From an optimization exercise on the open Yosys and OpenROAD flow, aimed at small area; shortcuts taken in it are not production practice.
Only simulation tests tie the RTL to the original design; equivalence was not proved.
No activity file was given, so power comes from the tool's default toggle rates.

==> sierra <==
==> flow/design.v (excerpt) <==
module gm(
    input wire clk_1mhz, input wire rst,
    input wire [10:0] btn_in,
    output wire piezo_out,
    output wire [7:0] led_out,
    output wire [7:0] seg_out,
    output wire [7:0] seg_arr_out,
    output wire [7:0] seg_sel_out,
    output wire servo_out,
    output wire [3:0] led_red_out,
    output wire [3:0] led_green_out,
    output wire [3:0] led_blue_out,
    output wire [7:0] lcd_data,
    output wire lcd_rs,
    output wire lcd_rw,
    output wire lcd_en
);
Settings: LEC_CHECK=0, ABC_AREA=1, CAP_MARGIN=20, CORE_MARGIN=2, CORE_UTILIZATION=80, SLEW_MARGIN=20; clock period 25.0 ns.
standard.sh (not shown) runs the stock make flow with config.mk's settings and CLKGATE_MAP_FILE= SYNTH_SCRIPT=/design/flow/synth_recipe.tcl, a recipe that flattens the netlist after the stock synthesis.
==> flow/flow/run.sh <==
#!/bin/bash
# Own layout flow: the standard ORFS flow, with
#  - the standard synthesis script, only ABC's mapping script swapped (flow/abc_map.script)
#  - port buffers of the smallest buffer cell
#  - clock tree without dummy loads
# Every tool's output goes to a log in this folder (and ORFS's own logs under orfs/logs).
set -euo pipefail
W=$(pwd)
F=$W/flow

# synthesis: synth_recipe.tcl unchanged, with abc's -script argument replaced
cat > $W/own_synth.tcl <<EOT
proc abc {args} {
  set i [lsearch -exact \$args -script]
  if {\$i >= 0} { lset args [expr {\$i + 1}] {$F/abc_map.script} }
  yosys abc {*}\$args
}
source {$W/synth_recipe.tcl}
EOT

# extra settings on top of the standard flow's config.mk
cp $W/config.mk $W/own_config.mk
cat $F/extra.mk >> $W/own_config.mk

sed -e "s#SYNTH_SCRIPT=[^ ]*synth_recipe.tcl#SYNTH_SCRIPT=$W/own_synth.tcl#" \
    -e "s#DESIGN_CONFIG=[^ ]*config.mk#DESIGN_CONFIG=$W/own_config.mk#" \
    $W/standard.sh > $W/own_standard.sh
grep -q own_synth.tcl $W/own_standard.sh
grep -q own_config.mk $W/own_standard.sh

bash $W/own_standard.sh > $W/own_flow.log 2>&1
==> flow/flow/abc_map.script <==
strash
&get -n
&deepsyn -T 60
&put
dch -f
amap
topo
==> flow/flow/extra.mk <==
export BUFFER_PORTS_ARGS = -buffer_cell sky130_fd_sc_hd__buf_1
export CTS_ARGS = -sink_clustering_enable -repair_clock_nets -dont_use_dummy_load -buf_list "sky130_fd_sc_hd__clkbuf_8" -sink_clustering_size 18 -sink_clustering_max_diameter 120
==> quartz (differences from sierra) <==
--- a/flow/design.v
+++ b/flow/design.v
@@ -4,24 +4,56 @@
     output reg  [3:0] fr,
     output reg  [3:0] ft,
     output reg        fh,
     output reg  [2:0] scan
 );
+function [15:0] f_inc(input [15:0] x);
+    integer i;
+    reg c;
+    begin
+        c = 1'b1;
+        for (i = 0; i < 16; i = i + 1) begin
+            f_inc[i] = x[i] ^ c;
+            c = c & x[i];
+        end
+    end
+endfunction
+function [15:0] f_dec(input [15:0] x);
+    integer i;
+    reg b;
+    begin
+        b = 1'b1;
+        for (i = 0; i < 16; i = i + 1) begin
+            f_dec[i] = x[i] ^ b;
+            b = b & ~x[i];
+        end
+    end
+endfunction
+function f_lt(input [15:0] a, input [15:0] b);    
+    integer i;
+    reg lt;
+    begin
+        lt = 1'b0;
+        for (i = 0; i < 16; i = i + 1)
+            lt = (~a[i] & b[i]) | (~(a[i] ^ b[i]) & lt);
+        f_lt = lt;
+    end
+endfunction
 always @(posedge clk_1mhz or posedge rst) begin
     if (rst) begin
         fr <= 4'd0; ft <= 4'd0; fh <= 1'b0; scan <= 3'd0;
     end else if (fr == 4'd9) begin
         fr <= 4'd0;
-        scan <= scan + 3'd1;
+        scan <= f_inc(scan);
         if (ft == 4'd9) begin
             ft <= 4'd0;
             fh <= ~fh;
         end else begin
-            ft <= ft + 4'd1;
+            ft <= f_inc(ft);
         end
     end else begin
-        fr <= fr + 4'd1;
+        fr <= f_inc(fr);
     end
 end
 endmodule
 module key_button_input(
     input  wire       clk_1mhz,
@@ -63,10 +95,42 @@
 module peizo_output(
     input  wire       clk_1MHz,
     input  wire [3:0] mode,
     output reg        piezo_out
 );
+function [15:0] f_inc(input [15:0] x);
+    integer i;
+    reg c;
+    begin
+        c = 1'b1;
+        for (i = 0; i < 16; i = i + 1) begin
+            f_inc[i] = x[i] ^ c;
+            c = c & x[i];
+        end
+    end
+endfunction
+function [15:0] f_dec(input [15:0] x);
+    integer i;
+    reg b;
+    begin
+        b = 1'b1;
+        for (i = 0; i < 16; i = i + 1) begin
+            f_dec[i] = x[i] ^ b;
+            b = b & ~x[i];
+        end
+    end
+endfunction
+function f_lt(input [15:0] a, input [15:0] b);    
+    integer i;
+    reg lt;
+    begin
+        lt = 1'b0;
+        for (i = 0; i < 16; i = i + 1)
+            lt = (~a[i] & b[i]) | (~(a[i] ^ b[i]) & lt);
+        f_lt = lt;
+    end
+endfunction
 reg [4:0] freq;
 always @(*) begin
     case (mode)
         4'd1: freq = 5'd19;
         4'd2: freq = 5'd17;
@@ -80,12 +144,12 @@
     endcase
 end
 reg [4:0] cnt;
 always @(posedge clk_1MHz) begin
     if (freq != 5'd0) begin
-        cnt <= cnt + 5'd1;
-        if (cnt >= freq) begin
+        cnt <= f_inc(cnt);
+        if (!f_lt(cnt, freq)) begin
             piezo_out <= ~piezo_out;
             cnt <= 5'd0;
         end
     end else begin
         cnt <= 5'd0;
@@ -169,16 +233,38 @@
     input  wire [3:0] fr,
     input  wire [3:0] ft,
     input  wire       fh,
     output reg        servo_out
 );
+function [5:0] f_add(input [5:0] a, input [5:0] b);
+    integer i;
+    reg c;
+    begin
+        c = 1'b0;
+        for (i = 0; i < 6; i = i + 1) begin
+            f_add[i] = a[i] ^ b[i] ^ c;
+            c = (a[i] & b[i]) | (c & (a[i] ^ b[i]));
+        end
+    end
+endfunction
+function f_lt(input [5:0] a, input [5:0] b);    
+    integer i;
+    reg lt;
+    begin
+        lt = 1'b0;
+        for (i = 0; i < 6; i = i + 1)
+            lt = (~a[i] & b[i]) | (~(a[i] ^ b[i]) & lt);
+        f_lt = lt;
+    end
+endfunction
 wire [4:0] q = enable ? {tA, tB[3:2]} : 5'd8;
-wire [5:0] lim = 6'd7 + {1'b0, q};
-wire [5:0] frame = (ft[1] ? 6'd20 : ft[0] ? 6'd10 : 6'd0) + {2'b00, fr};
+wire [5:0] lim = f_add(6'd7, {1'b0, q});
+wire [5:0] frame = f_add(ft[1] ? 6'd20 : ft[0] ? 6'd10 : 6'd0, {2'b00, fr});
+wire ft_lt3 = !ft[3] && !ft[2] && !(ft[1] && ft[0]);
 always @(posedge clk_1mhz or posedge rst) begin
     if (rst) servo_out <= 1'b0;
-    else servo_out <= !fh && (ft < 4'd3) && (frame < lim);
+    else servo_out <= !fh && ft_lt3 && f_lt(frame, lim);
 end
 endmodule
 module rgb_led_output(
     input  wire       clk,
     input  wire       rst,
@@ -217,10 +303,42 @@
     output reg        lcd_rs,
     output wire       lcd_rw,
     output wire       lcd_en,
     output wire [7:0] lcd_data
 );
+function [15:0] f_inc(input [15:0] x);
+    integer i;
+    reg c;
+    begin
+        c = 1'b1;
+        for (i = 0; i < 16; i = i + 1) begin
+            f_inc[i] = x[i] ^ c;
+            c = c & x[i];
+        end
+    end
+endfunction
+function [15:0] f_dec(input [15:0] x);
+    integer i;
+    reg b;
+    begin
+        b = 1'b1;
+        for (i = 0; i < 16; i = i + 1) begin
+            f_dec[i] = x[i] ^ b;
+            b = b & ~x[i];
+        end
+    end
+endfunction
+function f_lt(input [15:0] a, input [15:0] b);    
+    integer i;
+    reg lt;
+    begin
+        lt = 1'b0;
+        for (i = 0; i < 16; i = i + 1)
+            lt = (~a[i] & b[i]) | (~(a[i] ^ b[i]) & lt);
+        f_lt = lt;
+    end
+endfunction
 localparam L_DELAY = 3'd0, L_FS = 3'd1, L_DO = 3'd2, L_EM = 3'd3,
            L_IDLE = 3'd4, L_CLR = 3'd5, L_L1 = 3'd6, L_L2 = 3'd7;
 reg [2:0] lst;
 reg [6:0] lcnt;
 reg       update_req, prev_hsu;
@@ -234,11 +352,11 @@
             update_req <= 1'b1;
             prev_hsu <= hsu;
         end else if (lst == L_CLR) update_req <= 1'b0;
     end
 end
-wire [6:0] lcnt_inc = lcnt + 7'd1;
+wire [6:0] lcnt_inc = f_inc(lcnt);
 always @(posedge clk_1mhz or posedge rst) begin
     if (rst) begin
         lst <= L_DELAY;
         lcnt <= 7'd0;
     end else if (lcd_tick) begin
@@ -335,18 +453,50 @@
     output reg        hs3,
     output reg  [3:0] hs2, hs1, hs0,
     output reg        hsu,
     output reg        st_chg
 );
+function [15:0] f_inc(input [15:0] x);
+    integer i;
+    reg c;
+    begin
+        c = 1'b1;
+        for (i = 0; i < 16; i = i + 1) begin
+            f_inc[i] = x[i] ^ c;
+            c = c & x[i];
+        end
+    end
+endfunction
+function [15:0] f_dec(input [15:0] x);
+    integer i;
+    reg b;
+    begin
+        b = 1'b1;
+        for (i = 0; i < 16; i = i + 1) begin
+            f_dec[i] = x[i] ^ b;
+            b = b & ~x[i];
+        end
+    end
+endfunction
+function f_lt(input [15:0] a, input [15:0] b);    
+    integer i;
+    reg lt;
+    begin
+        lt = 1'b0;
+        for (i = 0; i < 16; i = i + 1)
+            lt = (~a[i] & b[i]) | (~(a[i] ^ b[i]) & lt);
+        f_lt = lt;
+    end
+endfunction
 localparam [13:0] G_LAST = 14'd8629;
 reg [13:0] g;
 reg [1:0] sync_trig;
 wire trig_edge = sync_trig[0] & ~sync_trig[1];
 wire g_last = (g == G_LAST);
 wire bs_nz = (bs1 != 2'd0) || (bs0 != 4'd0);
 wire sc_wrap = sc3 && (sc2 == 4'd0) && (sc1 == 4'd2) && (sc0 == 4'd3);
-wire score_gt = {sc3, sc2, sc1, sc0} > {hs3, hs2, hs1, hs0};
+wire score_gt = f_lt({hs3, hs2, hs1, hs0}, {sc3, sc2, sc1, sc0});
 wire timer_nz = (tA != 3'd0) || (tB != 4'd0);
 reg [2:0] state_n;
 always @(*) begin
     state_n = state;
     if (trig_edge) begin
@@ -379,35 +529,35 @@
             case (flag)
                 4'b0001: begin
                     if (sc_wrap) begin
                         sc3 <= 1'b0; sc2 <= 4'd0; sc1 <= 4'd0; sc0 <= 4'd0;
                     end else if (sc0 != 4'd9) begin
-                        sc0 <= sc0 + 4'd1;
+                        sc0 <= f_inc(sc0);
                     end else begin
                         sc0 <= 4'd0;
                         if (sc1 != 4'd9) begin
-                            sc1 <= sc1 + 4'd1;
+                            sc1 <= f_inc(sc1);
                         end else begin
                             sc1 <= 4'd0;
                             if (sc2 != 4'd9) begin
-                                sc2 <= sc2 + 4'd1;
+                                sc2 <= f_inc(sc2);
                             end else begin
                                 sc2 <= 4'd0;
                                 sc3 <= 1'b1;
                             end
                         end
                     end
                     if (bs_nz) begin
                         if (bs0 != 4'd0) begin
-                            bs0 <= bs0 - 4'd1;
+                            bs0 <= f_dec(bs0);
                         end else begin
                             bs0 <= 4'd9;
-                            bs1 <= bs1 - 2'd1;
+                            bs1 <= f_dec(bs1);
                         end
                     end
                 end
-                4'b0010: begin if (lives != 2'd0) lives <= lives - 2'd1; end
+                4'b0010: begin if (lives != 2'd0) lives <= f_dec(lives); end
                 4'b0101: begin running <= 1'b1; end
                 4'b1000: begin
                     tA <= 3'd0; tB <= 4'd4;
                     running <= 1'b0;
                     lives <= 2'd3;
@@ -418,11 +568,11 @@
                     tA <= 3'd4; tB <= 4'd0;
                     running <= 1'b1;
                     hsu <= 1'b0;
                 end
                 4'b1100: begin
-                    stage <= stage + 2'd1;
+                    stage <= f_inc(stage);
                     running <= 1'b0;
                     hsu <= 1'b0;
                 end
                 4'b1101, 4'b1110: begin
                     running <= 1'b0;
@@ -445,13 +595,13 @@
         end
         if (running && g_last) begin
             if (timer_nz) begin
                 if (tB == 4'd0) begin
                     tB <= 4'd14;
-                    tA <= tA - 3'd1;
+                    tA <= f_dec(tA);
                 end else begin
-                    tB <= tB - 4'd1;
+                    tB <= f_dec(tB);
                     tA <= tA;
                 end
             end else begin
                 running <= 1'b0;
             end
@@ -473,10 +623,42 @@
     input  wire [1:0] gsm_stage,
     input  wire [2:0] btn_idx,
     output wire       hit,         
     output wire [7:0] leds
 );
+function [15:0] f_inc(input [15:0] x);
+    integer i;
+    reg c;
+    begin
+        c = 1'b1;
+        for (i = 0; i < 16; i = i + 1) begin
+            f_inc[i] = x[i] ^ c;
+            c = c & x[i];
+        end
+    end
+endfunction
+function [15:0] f_dec(input [15:0] x);
+    integer i;
+    reg b;
+    begin
+        b = 1'b1;
+        for (i = 0; i < 16; i = i + 1) begin
+            f_dec[i] = x[i] ^ b;
+            b = b & ~x[i];
+        end
+    end
+endfunction
+function f_lt(input [15:0] a, input [15:0] b);    
+    integer i;
+    reg lt;
+    begin
+        lt = 1'b0;
+        for (i = 0; i < 16; i = i + 1)
+            lt = (~a[i] & b[i]) | (~(a[i] ^ b[i]) & lt);
+        f_lt = lt;
+    end
+endfunction
 reg [15:0] lfsr1, lfsr2;
 always @(posedge clk_1mhz or posedge rst) begin
     if (rst) begin
         lfsr1 <= 16'd123;
         lfsr2 <= 16'd456;
@@ -514,21 +696,21 @@
     end else begin
         pre <= ms_tick ? 4'd0 : {pre[2:0], ~(pre[3] ^ pre[2])};
         if (ms_tick) begin
             if (show1) begin
                 if (dc1 == 10'd0) begin show1 <= 1'b0; dc1 <= {1'b0, r1}; end
-                else dc1 <= dc1 - 10'd1;
+                else dc1 <= f_dec(dc1);
             end else begin
                 if (hide_end(dc1, gsm_stage)) begin show1 <= 1'b1; pos1 <= r1[2:0]; dc1 <= dur_m1; end
-                else dc1 <= dc1 - 10'd1;
+                else dc1 <= f_dec(dc1);
             end
             if (show2) begin
                 if (dc2 == 10'd0) begin show2 <= 1'b0; dc2 <= {1'b0, r2}; end
-                else dc2 <= dc2 - 10'd1;
+                else dc2 <= f_dec(dc2);
             end else begin
                 if (hide_end(dc2, gsm_stage)) begin show2 <= 1'b1; pos2 <= r2[2:0]; dc2 <= dur_m1; end
-                else dc2 <= dc2 - 10'd1;
+                else dc2 <= f_dec(dc2);
             end
         end
     end
 end
 assign hit = (show1 && (pos1 == btn_idx)) || (show2 && (pos2 == btn_idx));
@@ -540,10 +722,42 @@
     input  wire [2:0] snd_mode,
     input  wire       trig,
     output reg        playing,
     output wire       piezo_out
 );
+function [15:0] f_inc(input [15:0] x);
+    integer i;
+    reg c;
+    begin
+        c = 1'b1;
+        for (i = 0; i < 16; i = i + 1) begin
+            f_inc[i] = x[i] ^ c;
+            c = c & x[i];
+        end
+    end
+endfunction
+function [15:0] f_dec(input [15:0] x);
+    integer i;
+    reg b;
+    begin
+        b = 1'b1;
+        for (i = 0; i < 16; i = i + 1) begin
+            f_dec[i] = x[i] ^ b;
+            b = b & ~x[i];
+        end
+    end
+endfunction
+function f_lt(input [15:0] a, input [15:0] b);    
+    integer i;
+    reg lt;
+    begin
+        lt = 1'b0;
+        for (i = 0; i < 16; i = i + 1)
+            lt = (~a[i] & b[i]) | (~(a[i] ^ b[i]) & lt);
+        f_lt = lt;
+    end
+endfunction
 localparam [10:0] S_LAST = 11'd1491;
 reg        ptrig;
 reg [2:0]  sidx;
 reg [10:0] scnt;
 reg [2:0]  lmode;
@@ -587,11 +801,11 @@
         sidx <= 3'd0;
         scnt <= 11'd0;
         lmode <= snd_mode;
     end else begin
         scnt <= note_end ? 11'd0 : {scnt[9:0], ~(scnt[10] ^ scnt[8])};
-        if (note_end) sidx <= sidx + 3'd1;
+        if (note_end) sidx <= f_inc(sidx);
     end
 end
 peizo_output peizo_inst(
     .clk_1MHz(clk_1mhz),
     .mode(playing ? note : 4'd0),
@@ -670,11 +884,11 @@
     .clk(clk_1mhz), .rst(rst), .state(gsm_state), .timer_running(gsm_running),
     .timer_nz(timer_nz), .led_red(led_red_out), .led_green(led_green_out), .led_blue(led_blue_out)
 );
 text_lcd_output lcd_inst(
     .clk_1mhz(clk_1mhz), .rst(rst),
-    .lcd_tick((ft == 4'd4) && (fr == 4'd9)), .clk_100hz(ft >= 4'd5),
+    .lcd_tick((ft == 4'd4) && (fr == 4'd9)), .clk_100hz(ft[3] || (ft[2] && (ft[1] || ft[0]))),
     .gsm_state(gsm_state), .gsm_state_changed(gsm_st_chg), .gsm_stage(gsm_stage),
     .hs3(hs3), .hs2(hs2), .hs1(hs1), .hs0(hs0), .hsu(gsm_hsu),
     .lcd_rs(lcd_rs), .lcd_rw(lcd_rw), .lcd_en(lcd_en), .lcd_data(lcd_data)
 );
 reg [1:0] tsync;
--- a/flow/flow/run.sh
+++ b/flow/flow/run.sh
@@ -1,10 +1,11 @@
 #!/bin/bash
 # Own layout flow: the standard ORFS flow, with
 #  - the standard synthesis script, only ABC's mapping script swapped (flow/abc_map.script)
 #  - port buffers of the smallest buffer cell
 #  - clock tree without dummy loads
+#  - no adder-cell mapping before ABC (extra.mk: ADDER_MAP_FILE empty)
 # Every tool's output goes to a log in this folder (and ORFS's own logs under orfs/logs).
 set -euo pipefail
 W=$(pwd)
 F=$W/flow
 
==> flow/flow/abc_map.script (replaced) <==
strash
&get -n
&deepsyn -T 150
&put
dch -f
amap
topo
==> flow/flow/extra.mk (replaced) <==
export BUFFER_PORTS_ARGS = -buffer_cell sky130_fd_sc_hd__buf_1
export CTS_ARGS = -sink_clustering_enable -repair_clock_nets -dont_use_dummy_load -buf_list "sky130_fd_sc_hd__clkbuf_16" -sink_clustering_size 24 -sink_clustering_max_diameter 100
export ADDER_MAP_FILE =
==> violet (differences from sierra) <==
--- a/flow/design.v
+++ b/flow/design.v
@@ -213,13 +213,13 @@
     input  wire [1:0] gsm_stage,
     input  wire       hs3,
     input  wire [3:0] hs2, hs1, hs0,
     input  wire       hsu,
     output reg        lcd_rs,
-    output wire       lcd_rw,
+    output reg        lcd_rw,
     output wire       lcd_en,
-    output wire [7:0] lcd_data
+    output reg  [7:0] lcd_data
 );
 localparam L_DELAY = 3'd0, L_FS = 3'd1, L_DO = 3'd2, L_EM = 3'd3,
            L_IDLE = 3'd4, L_CLR = 3'd5, L_L1 = 3'd6, L_L2 = 3'd7;
 reg [2:0] lst;
 reg [6:0] lcnt;
@@ -246,11 +246,11 @@
         case (lst)
             L_DELAY: if (lcnt == 7'd69) begin lst <= L_FS; lcnt <= 7'd0; end
             L_FS:    if (lcnt == 7'd29) begin lst <= L_DO; lcnt <= 7'd0; end
             L_DO:    if (lcnt == 7'd29) begin lst <= L_EM; lcnt <= 7'd0; end
             L_EM:    if (lcnt == 7'd29) begin lst <= L_IDLE; lcnt <= 7'd0; end
-            L_IDLE:  if (update_req) begin lst <= L_CLR; lcnt <= 7'd0; end else lcnt <= 7'd1;
+            L_IDLE:  if (update_req) begin lst <= L_CLR; lcnt <= 7'd0; end
             L_CLR:   if (lcnt == 7'd1) begin lst <= L_L1; lcnt <= 7'd0; end
             L_L1:    if (lcnt == 7'd19) begin lst <= L_L2; lcnt <= 7'd0; end
             default: if (lcnt == 7'd19) begin lst <= L_IDLE; lcnt <= 7'd0; end
         endcase
     end
@@ -285,36 +285,34 @@
                               5'd11: if (hsu) ch2 = "*";
                               default: ; endcase
         default: ;
     endcase
 end
-reg [6:0] data_q;
 always @(posedge clk_1mhz or posedge rst) begin
     if (rst) begin
         lcd_rs <= 1'b1;
-        data_q <= 7'd0;
+        lcd_rw <= 1'b1;
+        lcd_data <= 8'd0;
     end else if (lcd_tick) begin
         case (lst)
-            L_FS:  begin lcd_rs <= 1'b0; data_q <= 7'b0111100; end
-            L_DO:  begin lcd_rs <= 1'b0; data_q <= 7'b0001100; end
-            L_EM:  begin lcd_rs <= 1'b0; data_q <= 7'b0000110; end
-            L_CLR: begin lcd_rs <= 1'b0; data_q <= 7'b0000001; end
+            L_FS:  begin lcd_rs <= 1'b0; lcd_rw <= 1'b0; lcd_data <= 8'b00111100; end
+            L_DO:  begin lcd_rs <= 1'b0; lcd_rw <= 1'b0; lcd_data <= 8'b00001100; end
+            L_EM:  begin lcd_rs <= 1'b0; lcd_rw <= 1'b0; lcd_data <= 8'b00000110; end
+            L_CLR: begin lcd_rs <= 1'b0; lcd_rw <= 1'b0; lcd_data <= 8'b00000001; end
             L_L1:  begin
-                if (lcnt == 7'd0) begin lcd_rs <= 1'b0; data_q <= 7'h00; end
-                else begin lcd_rs <= 1'b1; data_q <= ch1[6:0]; end
+                lcd_rw <= 1'b0;
+                if (lcnt == 7'd0) begin lcd_rs <= 1'b0; lcd_data <= 8'h80; end
+                else begin lcd_rs <= 1'b1; lcd_data <= ch1; end
             end
             L_L2:  begin
-                if (lcnt == 7'd0) begin lcd_rs <= 1'b0; data_q <= 7'h40; end
-                else begin lcd_rs <= 1'b1; data_q <= ch2[6:0]; end
+                if (lcnt == 7'd0) begin lcd_rs <= 1'b0; lcd_data <= 8'hc0; end
+                else begin lcd_rs <= 1'b1; lcd_data <= ch2; end
             end
-            default: begin lcd_rs <= 1'b1; data_q <= 7'd0; end
+            default: begin lcd_rs <= 1'b1; lcd_rw <= 1'b1; lcd_data <= 8'd0; end
         endcase
     end
 end
-assign lcd_data = {~lcd_rs & (data_q[5:0] == 6'd0), data_q};
-assign lcd_rw = (lst == L_DELAY) || ((lst == L_IDLE) && lcnt[0]) ||
-                (((lst == L_FS) || (lst == L_CLR)) && (lcnt == 7'd0));
 assign lcd_en = (lst == L_IDLE) ? 1'b0 : clk_100hz;
 endmodule
 module gsm(
     input  wire       clk_1mhz,
     input  wire       rst,
@@ -339,11 +337,10 @@
 );
 localparam [13:0] G_LAST = 14'd8629;
 reg [13:0] g;
 reg [1:0] sync_trig;
 wire trig_edge = sync_trig[0] & ~sync_trig[1];
-wire g_last = (g == G_LAST);
 wire bs_nz = (bs1 != 2'd0) || (bs0 != 4'd0);
 wire sc_wrap = sc3 && (sc2 == 4'd0) && (sc1 == 4'd2) && (sc0 == 4'd3);
 wire score_gt = {sc3, sc2, sc1, sc0} > {hs3, hs2, hs1, hs0};
 wire timer_nz = (tA != 3'd0) || (tB != 4'd0);
 reg [2:0] state_n;
@@ -360,23 +357,30 @@
         endcase
     end
 end
 always @(posedge clk_1mhz) begin
     if (rst) begin
+        done <= 1'b0;
+        sec_posedge <= 1'b0;
         running <= 1'b0;
         tA <= 3'd0; tB <= 4'd4;
         state <= 3'd1;
         stage <= 2'd1;
         lives <= 2'd3;
         bs1 <= 2'd3; bs0 <= 4'd0;
         sc3 <= 1'b0; sc2 <= 4'd0; sc1 <= 4'd0; sc0 <= 4'd0;
         hs3 <= 1'b0; hs2 <= 4'd0; hs1 <= 4'd0; hs0 <= 4'd0;
         hsu <= 1'b0;
         sync_trig <= 2'b00;
+        g <= 14'd0;
+        st_chg <= 1'b0;
     end else begin
+        done <= trig_edge;
+        sec_posedge <= 1'b0;
         sync_trig <= {sync_trig[0], trig};
         state <= state_n;
+        st_chg <= (state_n != state);
         if (trig_edge) begin
             case (flag)
                 4'b0001: begin
                     if (sc_wrap) begin
                         sc3 <= 1'b0; sc2 <= 4'd0; sc1 <= 4'd0; sc0 <= 4'd0;
@@ -441,32 +445,33 @@
                     hsu <= 1'b0;
                 end
                 default: ;
             endcase
         end
-        if (running && g_last) begin
-            if (timer_nz) begin
-                if (tB == 4'd0) begin
-                    tB <= 4'd14;
-                    tA <= tA - 3'd1;
+        if (running) begin
+            if (g != G_LAST) begin
+                g <= {g[12:0], ~(g[13] ^ g[12] ^ g[11] ^ g[1])};
+            end else begin
+                g <= 14'd0;
+                if (timer_nz) begin
+                    if (tB == 4'd0) begin
+                        tB <= 4'd14;
+                        tA <= tA - 3'd1;
+                    end else begin
+                        tB <= tB - 4'd1;
+                        tA <= tA;
+                    end
+                    sec_posedge <= 1'b1;
                 end else begin
-                    tB <= tB - 4'd1;
-                    tA <= tA;
+                    running <= 1'b0;
                 end
-            end else begin
-                running <= 1'b0;
             end
+        end else begin
+            g <= 14'd0;
         end
     end
 end
-always @(posedge clk_1mhz) begin
-    done <= trig_edge;
-    st_chg <= (state_n != state);
-    sec_posedge <= running && g_last && timer_nz;
-    if (running && !g_last) g <= {g[12:0], ~(g[13] ^ g[12] ^ g[11] ^ g[1])};
-    else g <= 14'd0;
-end
 endmodule
 module igm(
     input  wire       clk_1mhz,
     input  wire       rst,
     input  wire       enable,
@@ -485,10 +490,11 @@
         lfsr2 <= {lfsr2[14:0], lfsr2[15] ^ lfsr2[13] ^ lfsr2[12] ^ lfsr2[10]};
     end
 end
 wire [8:0] r1 = lfsr1[9:1];
 wire [8:0] r2 = lfsr2[9:1];
+reg        act;
 reg [3:0]  pre;      
 reg        show1, show2;
 reg [2:0]  pos1, pos2;
 reg [9:0]  dc1, dc2;
 wire [9:0] dur_m1 = (gsm_stage == 2'd2) ? 10'd749 : (gsm_stage == 2'd3) ? 10'd499 : 10'd999;
@@ -502,14 +508,16 @@
     end
 endfunction
 wire ms_tick = (pre == 4'd9);
 always @(posedge clk_1mhz) begin
     if (!enable) begin
-        pre <= 4'd15;
+        act <= 1'b0;
+        pre <= 4'd0;
         show1 <= 1'b0;
         show2 <= 1'b0;
-    end else if (pre == 4'd15) begin
+    end else if (!act) begin
+        act <= 1'b1;
         pre <= 4'd0;
         show1 <= 1'b1; pos1 <= r1[2:0]; dc1 <= dur_m1;
         show2 <= 1'b1; pos2 <= r2[2:0]; dc2 <= dur_m1;
     end else begin
         pre <= ms_tick ? 4'd0 : {pre[2:0], ~(pre[3] ^ pre[2])};
==> flow/flow/abc_map.script (replaced) <==
strash
&get -n
&deepsyn -T 60
&put
dch -f
map -a
topo
==> flow/flow/extra.mk (replaced) <==
export BUFFER_PORTS_ARGS = -buffer_cell sky130_fd_sc_hd__buf_1
export CTS_ARGS = -sink_clustering_enable -repair_clock_nets -dont_use_dummy_load -buf_list sky130_fd_sc_hd__clkbuf_4
CORE_UTILIZATION = 70   (was 80)
==> summary of the runs <==
Global-route usage, lowest first: violet, sierra, quartz.
The lowest die area belongs to quartz, the highest to violet.
The highest critical path depth belongs to quartz, the lowest to sierra.
The lowest total power belongs to sierra, the highest to violet.
Against quartz, the combinational power of violet is larger by about 110%.
Sequential power: quartz < sierra < violet.
Sequential share of layout area, highest first: quartz, sierra, violet.
Against violet, the synthesized area of quartz is smaller by 14%.
==> figures <==
metric                                                                                       quartz                        sierra                        violet
Outcome                                                                     complete, no violations       complete, no violations       complete, no violations
Switch share                                                                                  22.6%                         25.2%                         25.9%
Met3 Usage GRT                                                                                8.20%                         6.14%                         5.78%
Data arrival at the endpoint of the critical path                                           3.26 ns                       3.58 ns                       3.36 ns
Utilization after layout                                                                      86.8%                         86.7%                         76.4%
Fraction of final layout cells with drive strength greater than 1                             2.64%                         2.43%                         6.22%
Share of the synthesized area in the top cell type                                            18.8%                         16.5%                         16.4%
Async S/R FF share, synth                                                                     42.1%                         42.1%                         42.4%
Hold Path Sink                                                                      ssync$_DFF_PP0_               ssync$_DFF_PP0_   igm_inst.lfsr1[5]$_DFF_PP1_
Adder-Cell Fraction of Synth Area                                                                0%                         9.39%                         9.12%
Tightest slew margin relative to the limit                                                    47.5%                         30.9%                         37.9%
Number of non-clock inverters in the layout                                                     179                           212                           249
Maximum number of pins on one net before global-route repair                                     79                            58                            67
Source of the worst register-to-register timing path               gsm_inst.sync_trig[0]$_SDFF_PP0_  gsm_inst.state[1]$_SDFF_PP0_  gsm_inst.state[1]$_SDFF_PP0_
Ratio of layout area to synthesized area                                                     1.069x                        1.051x                        1.072x
Fraction of standard cell area in multi-input logic                                           39.7%                         46.2%                         44.4%
Count of cells along the worst register-to-register path                                         21                            18                             9

-- afterwards: timing with drivers on the ports --
How much do the figures lean on ideal ports? The routed layouts below were timed once more, with nothing changed but the port constraints.
Step 1, drivers: a clkbuf_16 drives clk_1mhz and a buf_2 each remaining input, both assumed.
Step 2, shift: input delay + t, output delay - t, t = (earliest + latest rising clock arrival at the registers) / 2. This alone moves slack from input paths to output paths.
Three values: no drivers, after step 1, after step 2; two values: the first two.
run	t (ns)	setup slack, ns	worst hold slack (ns)	worst setup path at the end	worst data-port slew with drivers (ns)
sierra	0.539	16.417 / 16.375 / 16.914	0.342 / 0.342 / 0.342	register to output	0.04
quartz	0.500	16.740 / 16.697 / 17.197	0.342 / 0.342 / 0.342	register to output	0.04
violet	0.675	16.643 / 16.603 / 17.278	0.331 / 0.331 / 0.331	register to output	0.04
After both steps every run listed still meets setup and hold.
